Source: an optimization exercise on an open RTL-to-GDS flow (aim: small area, a short achievable clock period and few clock cycles). Production flows keep margins and buffers that such runs may drop. In this exercise RTL edits were held to simulation tests only and were not proved equivalent to the original.

==> delta: inputs <==
## PN
module PN (
    input clk,
    input rst_n,
    input [1:0] mode,
    input operator,
    input [2:0] in,
    input in_valid,
    output reg out_valid,
    output signed [31:0] out
);
export LEC_CHECK = 0
export CAP_MARGIN = 20
export CORE_MARGIN = 2
export CORE_UTILIZATION = 55
export SLEW_MARGIN = 20
create_clock -name core_clock -period 15.0 [get_ports {clk}]
standard.sh (not shown) runs the stock make flow with config.mk's settings and CLKGATE_MAP_FILE= SYNTH_SCRIPT=/design/flow/synth_recipe.tcl, a recipe that flattens the netlist after the stock synthesis.
==> flow/flow/run.sh <==
#!/bin/bash
# Own layout flow: the standard ORFS flow (standard.sh, unchanged synthesis),
# with ORFS's timing repair asked to reach a larger setup margin than the
# standard settings allow. The clock period and constraints are the design's.
set -euo pipefail
cd "$(dirname "${BASH_SOURCE[0]}")/.."
bash standard.sh SETUP_SLACK_MARGIN=10.5 finish > run_standard.log 2>&1
==> willow (differences from delta) <==
--- a/flow/design.v
+++ b/flow/design.v
@@ -327,78 +327,87 @@
 );
     localparam S_IDLE = 2'd0, S_RUN = 2'd1, S_BOUT = 2'd2;
     reg [15:0] out_r;
     assign out = {{16{out_r[15]}}, out_r};
     reg [1:0] st;
     reg [1:0] md;
     reg [3:0] H;
     reg       hv;
-    reg [3:0] Q [0:7];      
-    reg [3:0] bl;
-    wire      qempty = (bl == 4'd0);
+    reg [3:0] Q [0:6];      
+    reg [2:0] bl;           
+    wire      qempty = (bl == 3'd0);
     wire      h_op = H[3];
     wire [2:0] h_val = H[2:0];
     wire      last_tok = qempty && !in_valid;
     reg [15:0] acc;
     reg        acc_big;
     reg        hasval;
     reg [6:0]  S [0:6];
     reg [2:0]  sd;
     reg [15:0] B [0:2];
     wire [6:0] S0 = S[0];
     wire [6:0] S1 = S[1];
     reg        mulc, absn, absn_b, absn_o, casc, fin;
     reg [12:0] T;
+    reg [2:0]  dg;          
     reg [1:0]  bpos;        
     reg [1:0]  nb;          
     reg        rpend, hc;
     reg [1:0]  aop;         
     reg        opB_v;       
     reg        dm_mul;      
     reg        inv;         
     reg        mrow;        
     reg        swap;        
+    reg        mc_b0;       
+    reg        mc_sm;       
+    reg        r0_pass;     
+    reg        b_acc;       
     wire busy = mulc | absn;
     wire run = (st == S_RUN);
     wire take = run && !busy && !casc && hv;
     wire single = md[1];
     wire post = md[0];
     wire p_red = take && !post && !h_op && S0[4];
     wire p_op  = take && !post && h_op;
     wire p_set = take && !post && !h_op && !S0[4];
     wire q_op  = take && post && h_op;
     wire q_val = take && post && !h_op;
     wire c_step = run && !busy && casc;
     wire alu_go = p_red || q_op || c_step;
     wire [15:0] opA = S0[3] ? B[0] : {13'd0, S0[2:0]};
     wire [15:0] opB = opB_v ? {13'd0, h_val} : acc;
-    wire [15:0] mc = swap ? acc : opA;
-    wire e0 = swap ? S0[0] : opB[0];
-    wire e1 = mulc ? T[0] : (swap ? S0[1] : opB[1]);
-    wire e2 = mulc ? T[1] : (swap ? S0[2] : opB[2]);
-    wire [15:0] R0 = mulc ? acc : dm_mul ? (mc & {16{e0}}) : (absn ? 16'd0 : opA);
-    wire [15:0] bsel = absn ? acc : opB;
+    wire [15:0] mc = ({16{swap}} & acc) | ({16{mc_b0}} & B[0]) | ({13'd0, {3{mc_sm}} & S0[2:0]});
+    wire e0 = dg[0];
+    wire e1 = dg[1];
+    wire e2 = dg[2];
+    wire [15:0] R0 = ({16{mulc}} & acc) | ({16{dm_mul && e0}} & mc) | ({16{r0_pass}} & opA);
+    wire [15:0] bsel = b_acc ? acc : {13'd0, h_val};
     wire [15:0] R1 = mrow ? ((mc << 1) & {16{e1}}) : (bsel ^ {16{inv}});
     wire [15:0] R2 = mrow ? ((mc << 2) & {16{e2}}) : 16'd0;
     wire [15:0] cs = R0 ^ R1 ^ R2;
     wire [15:0] cc = (R0 & R1) | (R0 & R2) | (R1 & R2);
     wire [15:0] res = cs + {cc[14:0], inv};
     wire mul_more0 = !swap && !opB_v && (acc[15:3] != 13'd0);
     wire mul_more1 = (T[12:2] != 11'd0);
     wire start_mulc = alu_go && dm_mul && mul_more0;
     wire abs_neg = alu_go && (aop == 2'd3) && res[15];
     wire op_done = (alu_go && !start_mulc) || (mulc && !mul_more1);
     wire c_pre = op_done && !post;
     wire c_post = op_done && post;
     wire c_last = (sd == 3'd1);
     wire c_casc = c_pre && !c_last && S1[4];
     wire c_setl = c_pre && !c_last && !S1[4];
     wire fin_now = q_op && last_tok && single;
+    wire fin_cand = (single && ((c_pre && c_last) || (c_post && (fin || (q_op && qempty)))))
+                  || (absn && absn_o) || (b_third && qempty);
     wire final_done = single && ((c_pre && c_last) || (c_post && (fin_now || fin)));
+    wire final_done_l = single && ((c_pre && c_last) || (c_post && ((q_op && qempty) || fin)));
+    wire final_done_n = single && ((c_pre && c_last) || (c_post && fin));
     wire s_emit = (final_done && !abs_neg) || (absn && absn_o);
     wire desc = !md[0];
     function bef;
         input [6:0] x, y;
         input d;
         reg [6:0] a, b;
         reg lt;
         integer k;
@@ -432,56 +441,74 @@
     wire s_push = p_op || (q_val && hasval && !b_ins);
     wire [6:0] s_new = p_op ? {h_val[1:0], 5'd0} : {3'd0, acc_big, acc[2:0]};
     wire s_pop = (c_pre && !c_setl && single) || (c_pre && !single) || c_post;
     wire s_popset = c_setl && single;
     wire b_pushv = (q_val && hasval && acc_big && single) || s_popset || b_ins;
     wire b_popv = (c_pre || c_post) && S0[3];
     wire b_shift = start_mulc || (mulc && mul_more1);
     wire h_free = !hv || take;
-    wire [3:0] H_n = h_free ? (qempty ? {operator, in} : Q[bl[2:0] - 3'd1]) : H;
+    wire [3:0] H_n = h_free ? (qempty ? {operator, in} : Q[bl - 3'd1]) : H;
+    wire q_pop = h_free && !qempty;
+    wire [2:0] bl_up = q_pop ? bl : bl + 3'd1;      
+    wire [2:0] bl_st = q_pop ? bl - 3'd1 : bl;      
     wire casc_n = c_pre ? (c_casc && single) : casc;
     wire mulc_n = start_mulc || (mulc && mul_more1);
     wire absn_n = abs_neg;
     wire accbig_n = (alu_go || mulc || absn) ? 1'b1 : q_val ? 1'b0 : acc_big;
     wire [6:0] S0_n = s_push ? s_new
                     : s_popset ? {S1[6:5], 2'b11, S1[2:0]}
                     : s_pop ? S1
                     : p_set ? {S0[6:5], 2'b10, h_val}
                     : S0;
     wire [1:0] aop_n = post ? H_n[1:0] : S0_n[6:5];
     wire opBv_n = !post && !casc_n;
+    wire swap_n = !S0_n[3] && !opBv_n && accbig_n;
+    wire [2:0] acc_n = (alu_go || mulc || absn) ? res[2:0] : q_val ? h_val : acc[2:0];
+    wire [2:0] opB_n = opBv_n ? H_n[2:0] : acc_n;
+    wire [12:0] T_n = start_mulc ? acc[15:3] : mulc ? {2'd0, T[12:2]} : T;
+    reg [1:0] st_tok, st_end;
+    always @(*) begin
+        st_tok = st;
+        st_end = st;
+        case (st)
+            S_IDLE: st_tok = S_RUN;
+            S_RUN: begin
+                if (final_done_n) st_tok = S_IDLE;
+                if (final_done_l) st_end = S_IDLE;
+                else if (b_third && qempty) st_end = (nb == 2'd0) ? S_IDLE : S_BOUT;
+            end
+            S_BOUT: if (bdone) begin
+                st_tok = S_IDLE;
+                st_end = S_IDLE;
+            end
+            default: ;
+        endcase
+    end
     integer i;
     always @(posedge clk or negedge rst_n) begin
         if (!rst_n) begin
             st <= S_IDLE;
             hv <= 1'b0;
-            bl <= 4'd0;
+            bl <= 3'd0;
             hasval <= 1'b0;
             sd <= 3'd0;
             mulc <= 1'b0;
             absn <= 1'b0;
             casc <= 1'b0;
             fin <= 1'b0;
             bpos <= 2'd0;
             nb <= 2'd0;
             rpend <= 1'b0;
             hc <= 1'b0;
             out_valid <= 1'b0;
         end else begin
-            if (st == S_IDLE) begin
-                if (in_valid) st <= S_RUN;
-            end else if (st == S_RUN) begin
-                if (final_done) st <= S_IDLE;
-                else if (b_final) st <= (nb == 2'd0) ? S_IDLE : S_BOUT;
-            end else if (st == S_BOUT) begin
-                if (bdone) st <= S_IDLE;
-            end
+            st <= in_valid ? st_tok : st_end;
             if (h_free) hv <= !qempty || in_valid;
-            bl <= bl + {3'd0, in_valid && !(h_free && qempty)} - {3'd0, h_free && !qempty};
+            bl <= (in_valid && !(h_free && qempty)) ? bl_up : bl_st;
             if (s_push) sd <= sd + 3'd1;
             else if (s_pop || s_popset) sd <= sd - 3'd1;
             if (final_done || bdone || (b_final && nb == 2'd0) || (p_op && !single)) hasval <= 1'b0;
             else if (q_val || (c_pre && !single)) hasval <= 1'b1;
             if (start_mulc) mulc <= 1'b1;
             else if (mulc && !mul_more1) mulc <= 1'b0;
             absn <= abs_neg;
             casc <= casc_n;
@@ -493,29 +520,34 @@
             else if (bout && hc) nb <= nb - 2'd1;
             if (b_final) begin
                 rpend <= !fwin;
                 hc <= !fwin;
             end else if (bout) begin
                 rpend <= rpend && !owin;
                 hc <= !owin;
             end
-            out_valid <= s_emit || b_final || bout;
+            out_valid <= in_valid ? (((final_done_n && !abs_neg) || (absn && absn_o)) || bout)
+                                  : (((final_done_l && !abs_neg) || (absn && absn_o)) || (b_third && qempty) || bout);
         end
     end
     always @(posedge clk) begin
         H <= H_n;
         aop <= aop_n;
         opB_v <= opBv_n;
         dm_mul <= !mulc_n && !absn_n && (aop_n == 2'd2);
         inv <= (!mulc_n && !absn_n && (aop_n == 2'd1)) || absn_n;
         mrow <= mulc_n || (!absn_n && (aop_n == 2'd2));
-        swap <= !S0_n[3] && !opBv_n && accbig_n;
+        swap <= swap_n;
+        mc_b0 <= !swap_n && S0_n[3];
+        mc_sm <= !swap_n && !S0_n[3];
+        r0_pass <= !mulc_n && !absn_n && (aop_n != 2'd2);
+        b_acc <= absn_n || !opBv_n;
         if (in_valid) begin
-            for (i = 7; i > 0; i = i - 1) Q[i] <= Q[i-1];
+            for (i = 6; i > 0; i = i - 1) Q[i] <= Q[i-1];
             Q[0] <= {operator, in};
         end
         if (st == S_IDLE && in_valid) md <= mode;
         if (alu_go || mulc || absn) begin
             acc <= res;
             acc_big <= 1'b1;
         end else if (q_val) begin
             acc <= {13'd0, h_val};
@@ -544,16 +576,18 @@
             B[0] <= res;
         end else if (bub0) begin
             B[0] <= B[1];
             B[1] <= B[0];
         end else if (bub1) begin
             B[1] <= B[2];
             B[2] <= B[1];
         end
-        if (start_mulc) T <= acc[15:3];
-        else if (mulc) T <= {2'd0, T[12:2]};
-        if (bout || out_valid || (st == S_IDLE) || final_done || b_final)
+        T <= T_n;
+        dg <= {mulc_n ? T_n[1] : (swap_n ? S0_n[2] : opB_n[2]),
+               mulc_n ? T_n[0] : (swap_n ? S0_n[1] : opB_n[1]),
+               swap_n ? S0_n[0] : opB_n[0]};
+        if (!in_valid || bout || out_valid || (st == S_IDLE))
             out_r <= bout ? {{9{oval[6]}}, oval}
-                   : (out_valid || abs_neg || ((st == S_IDLE) && !absn)) ? 16'd0
+                   : (out_valid || abs_neg || ((st == S_IDLE) && !absn) || !fin_cand) ? 16'd0
                    : (b_third && !fwin) ? B[0] : res;
     end
 endmodule
==> flow/flow/run.sh (replaced) <==
#!/bin/bash
# Own layout flow: the standard ORFS flow (standard.sh, unchanged synthesis),
# with two layout settings beyond the standard ones: ORFS's timing repair aims
# for a larger setup margin, and the port buffers are buf_4 cells. The clock
# period and constraints are the design's.
set -euo pipefail
cd "$(dirname "${BASH_SOURCE[0]}")/.."
bash standard.sh SETUP_SLACK_MARGIN=10.7 \
    "BUFFER_PORTS_ARGS=-buffer_cell sky130_fd_sc_hd__buf_4" finish > run_standard.log 2>&1
==> umber (differences from delta) <==
--- a/flow/design.v
+++ b/flow/design.v
@@ -327,19 +327,19 @@
 );
     localparam S_IDLE = 2'd0, S_RUN = 2'd1, S_BOUT = 2'd2;
     reg [15:0] out_r;
     assign out = {{16{out_r[15]}}, out_r};
     reg [1:0] st;
     reg [1:0] md;
     reg [3:0] H;
     reg       hv;
-    reg [3:0] Q [0:7];      
-    reg [3:0] bl;
-    wire      qempty = (bl == 4'd0);
+    reg [3:0] Q [0:6];      
+    reg [2:0] bl;           
+    wire      qempty = (bl == 3'd0);
     wire      h_op = H[3];
     wire [2:0] h_val = H[2:0];
     wire      last_tok = qempty && !in_valid;
     reg [15:0] acc;
     reg        acc_big;
     reg        hasval;
     reg [6:0]  S [0:6];
     reg [2:0]  sd;
@@ -388,17 +388,21 @@
     wire abs_neg = alu_go && (aop == 2'd3) && res[15];
     wire op_done = (alu_go && !start_mulc) || (mulc && !mul_more1);
     wire c_pre = op_done && !post;
     wire c_post = op_done && post;
     wire c_last = (sd == 3'd1);
     wire c_casc = c_pre && !c_last && S1[4];
     wire c_setl = c_pre && !c_last && !S1[4];
     wire fin_now = q_op && last_tok && single;
+    wire fin_cand = (single && ((c_pre && c_last) || (c_post && (fin || (q_op && qempty)))))
+                  || (absn && absn_o) || (b_third && qempty);
     wire final_done = single && ((c_pre && c_last) || (c_post && (fin_now || fin)));
+    wire final_done_l = single && ((c_pre && c_last) || (c_post && ((q_op && qempty) || fin)));
+    wire final_done_n = single && ((c_pre && c_last) || (c_post && fin));
     wire s_emit = (final_done && !abs_neg) || (absn && absn_o);
     wire desc = !md[0];
     function bef;
         input [6:0] x, y;
         input d;
         reg [6:0] a, b;
         reg lt;
         integer k;
@@ -432,56 +436,70 @@
     wire s_push = p_op || (q_val && hasval && !b_ins);
     wire [6:0] s_new = p_op ? {h_val[1:0], 5'd0} : {3'd0, acc_big, acc[2:0]};
     wire s_pop = (c_pre && !c_setl && single) || (c_pre && !single) || c_post;
     wire s_popset = c_setl && single;
     wire b_pushv = (q_val && hasval && acc_big && single) || s_popset || b_ins;
     wire b_popv = (c_pre || c_post) && S0[3];
     wire b_shift = start_mulc || (mulc && mul_more1);
     wire h_free = !hv || take;
-    wire [3:0] H_n = h_free ? (qempty ? {operator, in} : Q[bl[2:0] - 3'd1]) : H;
+    wire [3:0] H_n = h_free ? (qempty ? {operator, in} : Q[bl - 3'd1]) : H;
+    wire q_pop = h_free && !qempty;
+    wire [2:0] bl_up = q_pop ? bl : bl + 3'd1;      
+    wire [2:0] bl_st = q_pop ? bl - 3'd1 : bl;      
     wire casc_n = c_pre ? (c_casc && single) : casc;
     wire mulc_n = start_mulc || (mulc && mul_more1);
     wire absn_n = abs_neg;
     wire accbig_n = (alu_go || mulc || absn) ? 1'b1 : q_val ? 1'b0 : acc_big;
     wire [6:0] S0_n = s_push ? s_new
                     : s_popset ? {S1[6:5], 2'b11, S1[2:0]}
                     : s_pop ? S1
                     : p_set ? {S0[6:5], 2'b10, h_val}
                     : S0;
     wire [1:0] aop_n = post ? H_n[1:0] : S0_n[6:5];
     wire opBv_n = !post && !casc_n;
+    reg [1:0] st_tok, st_end;
+    always @(*) begin
+        st_tok = st;
+        st_end = st;
+        case (st)
+            S_IDLE: st_tok = S_RUN;
+            S_RUN: begin
+                if (final_done_n) st_tok = S_IDLE;
+                if (final_done_l) st_end = S_IDLE;
+                else if (b_third && qempty) st_end = (nb == 2'd0) ? S_IDLE : S_BOUT;
+            end
+            S_BOUT: if (bdone) begin
+                st_tok = S_IDLE;
+                st_end = S_IDLE;
+            end
+            default: ;
+        endcase
+    end
     integer i;
     always @(posedge clk or negedge rst_n) begin
         if (!rst_n) begin
             st <= S_IDLE;
             hv <= 1'b0;
-            bl <= 4'd0;
+            bl <= 3'd0;
             hasval <= 1'b0;
             sd <= 3'd0;
             mulc <= 1'b0;
             absn <= 1'b0;
             casc <= 1'b0;
             fin <= 1'b0;
             bpos <= 2'd0;
             nb <= 2'd0;
             rpend <= 1'b0;
             hc <= 1'b0;
             out_valid <= 1'b0;
         end else begin
-            if (st == S_IDLE) begin
-                if (in_valid) st <= S_RUN;
-            end else if (st == S_RUN) begin
-                if (final_done) st <= S_IDLE;
-                else if (b_final) st <= (nb == 2'd0) ? S_IDLE : S_BOUT;
-            end else if (st == S_BOUT) begin
-                if (bdone) st <= S_IDLE;
-            end
+            st <= in_valid ? st_tok : st_end;
             if (h_free) hv <= !qempty || in_valid;
-            bl <= bl + {3'd0, in_valid && !(h_free && qempty)} - {3'd0, h_free && !qempty};
+            bl <= (in_valid && !(h_free && qempty)) ? bl_up : bl_st;
             if (s_push) sd <= sd + 3'd1;
             else if (s_pop || s_popset) sd <= sd - 3'd1;
             if (final_done || bdone || (b_final && nb == 2'd0) || (p_op && !single)) hasval <= 1'b0;
             else if (q_val || (c_pre && !single)) hasval <= 1'b1;
             if (start_mulc) mulc <= 1'b1;
             else if (mulc && !mul_more1) mulc <= 1'b0;
             absn <= abs_neg;
             casc <= casc_n;
@@ -493,29 +511,30 @@
             else if (bout && hc) nb <= nb - 2'd1;
             if (b_final) begin
                 rpend <= !fwin;
                 hc <= !fwin;
             end else if (bout) begin
                 rpend <= rpend && !owin;
                 hc <= !owin;
             end
-            out_valid <= s_emit || b_final || bout;
+            out_valid <= in_valid ? (((final_done_n && !abs_neg) || (absn && absn_o)) || bout)
+                                  : (((final_done_l && !abs_neg) || (absn && absn_o)) || (b_third && qempty) || bout);
         end
     end
     always @(posedge clk) begin
         H <= H_n;
         aop <= aop_n;
         opB_v <= opBv_n;
         dm_mul <= !mulc_n && !absn_n && (aop_n == 2'd2);
         inv <= (!mulc_n && !absn_n && (aop_n == 2'd1)) || absn_n;
         mrow <= mulc_n || (!absn_n && (aop_n == 2'd2));
         swap <= !S0_n[3] && !opBv_n && accbig_n;
         if (in_valid) begin
-            for (i = 7; i > 0; i = i - 1) Q[i] <= Q[i-1];
+            for (i = 6; i > 0; i = i - 1) Q[i] <= Q[i-1];
             Q[0] <= {operator, in};
         end
         if (st == S_IDLE && in_valid) md <= mode;
         if (alu_go || mulc || absn) begin
             acc <= res;
             acc_big <= 1'b1;
         end else if (q_val) begin
             acc <= {13'd0, h_val};
@@ -546,14 +565,14 @@
             B[0] <= B[1];
             B[1] <= B[0];
         end else if (bub1) begin
             B[1] <= B[2];
             B[2] <= B[1];
         end
         if (start_mulc) T <= acc[15:3];
         else if (mulc) T <= {2'd0, T[12:2]};
-        if (bout || out_valid || (st == S_IDLE) || final_done || b_final)
+        if (!in_valid || bout || out_valid || (st == S_IDLE))
             out_r <= bout ? {{9{oval[6]}}, oval}
-                   : (out_valid || abs_neg || ((st == S_IDLE) && !absn)) ? 16'd0
+                   : (out_valid || abs_neg || ((st == S_IDLE) && !absn) || !fin_cand) ? 16'd0
                    : (b_third && !fwin) ? B[0] : res;
     end
 endmodule
==> flow/flow/run.sh (replaced) <==
#!/bin/bash
# Own layout flow: the standard ORFS flow (standard.sh, unchanged synthesis),
# with two layout settings beyond the standard ones: ORFS's timing repair aims
# for a larger setup margin, and the port buffers are buf_4 cells. The clock
# period and constraints are the design's.
set -euo pipefail
cd "$(dirname "${BASH_SOURCE[0]}")/.."
bash standard.sh SETUP_SLACK_MARGIN=11.0 \
    "BUFFER_PORTS_ARGS=-buffer_cell sky130_fd_sc_hd__buf_4" finish > run_standard.log 2>&1
==> comparison table <==
	willow	umber	delta
Run status	timing/DRC/antenna clean	timing/DRC/antenna clean	timing/DRC/antenna clean
Netlist area before placement	12800 sq um	12800 sq um	12700 sq um
Vias	10100	10400	9259
Crit. End Element	output pin	register	output pin
Share of async-settable or async-resettable flops after synthesis	9.81%	10.1%	10.4%
Die height	156 um	156 um	156 um
Placer Congestion	0.978	0.965	0.892
Die width	156 um	156 um	156 um
Cells resized by post-CTS repair	21	113	44
Share of the synthesized area in the top cell type	38.8%	40.2%	41.4%
Most used routing layer in global routing	met1	met1	met2
CP max stage cell	sky130_fd_sc_hd__edfxtp_1	sky130_fd_sc_hd__fa_1	sky130_fd_sc_hd__clkdlybuf4s50_1
Minimum hold slack	447 ps	445 ps	445 ps
Initial drt markers	1161	1347	876
Non-clock buffering overhead in the final layout	5.13%	8.49%	5.59%
Stage delay of the slowest cell on the critical path	410 ps	550 ps	550 ps
Testbench counts of delta, summed over its fixed seeds: cycles 36,846.
Testbench counts of willow, summed over its fixed seeds: cycles 36,846.
Testbench counts of umber, summed over its fixed seeds: cycles 36,846.

## port drivers added, routing unchanged
The results above use ideal ports. As a check the final layouts listed here were re-extracted and re-timed, cells and wires unchanged.
Step 1: set_driving_cell puts a clkbuf_16 on clk and a buf_2 on each other input, an assumption about the parent block.
Step 2 adds t to the input delays and takes it off the output delays; t is the mean of the earliest and latest rising clock arrival at the registers after step 1. Input paths then give back, and output paths get back, about the clock's delay inside the block.
Three values: ideal ports, drivers, drivers and shift; two values: the first two.
run	t (ns)	setup slack, ns	clock arrival spread, ns
delta	0.571	10.564 / 10.516 / 10.192	0.008 / 0.007
willow	0.573	10.770 / 10.720 / 10.301	0.030 / 0.030
umber	0.578	10.680 / 10.680 / 10.564	0.034 / 0.034
After both steps every run listed still meets setup and hold. The setup slack of willow, which loses most, moves by -0.050 ns with the drivers and by -0.469 ns with both steps.
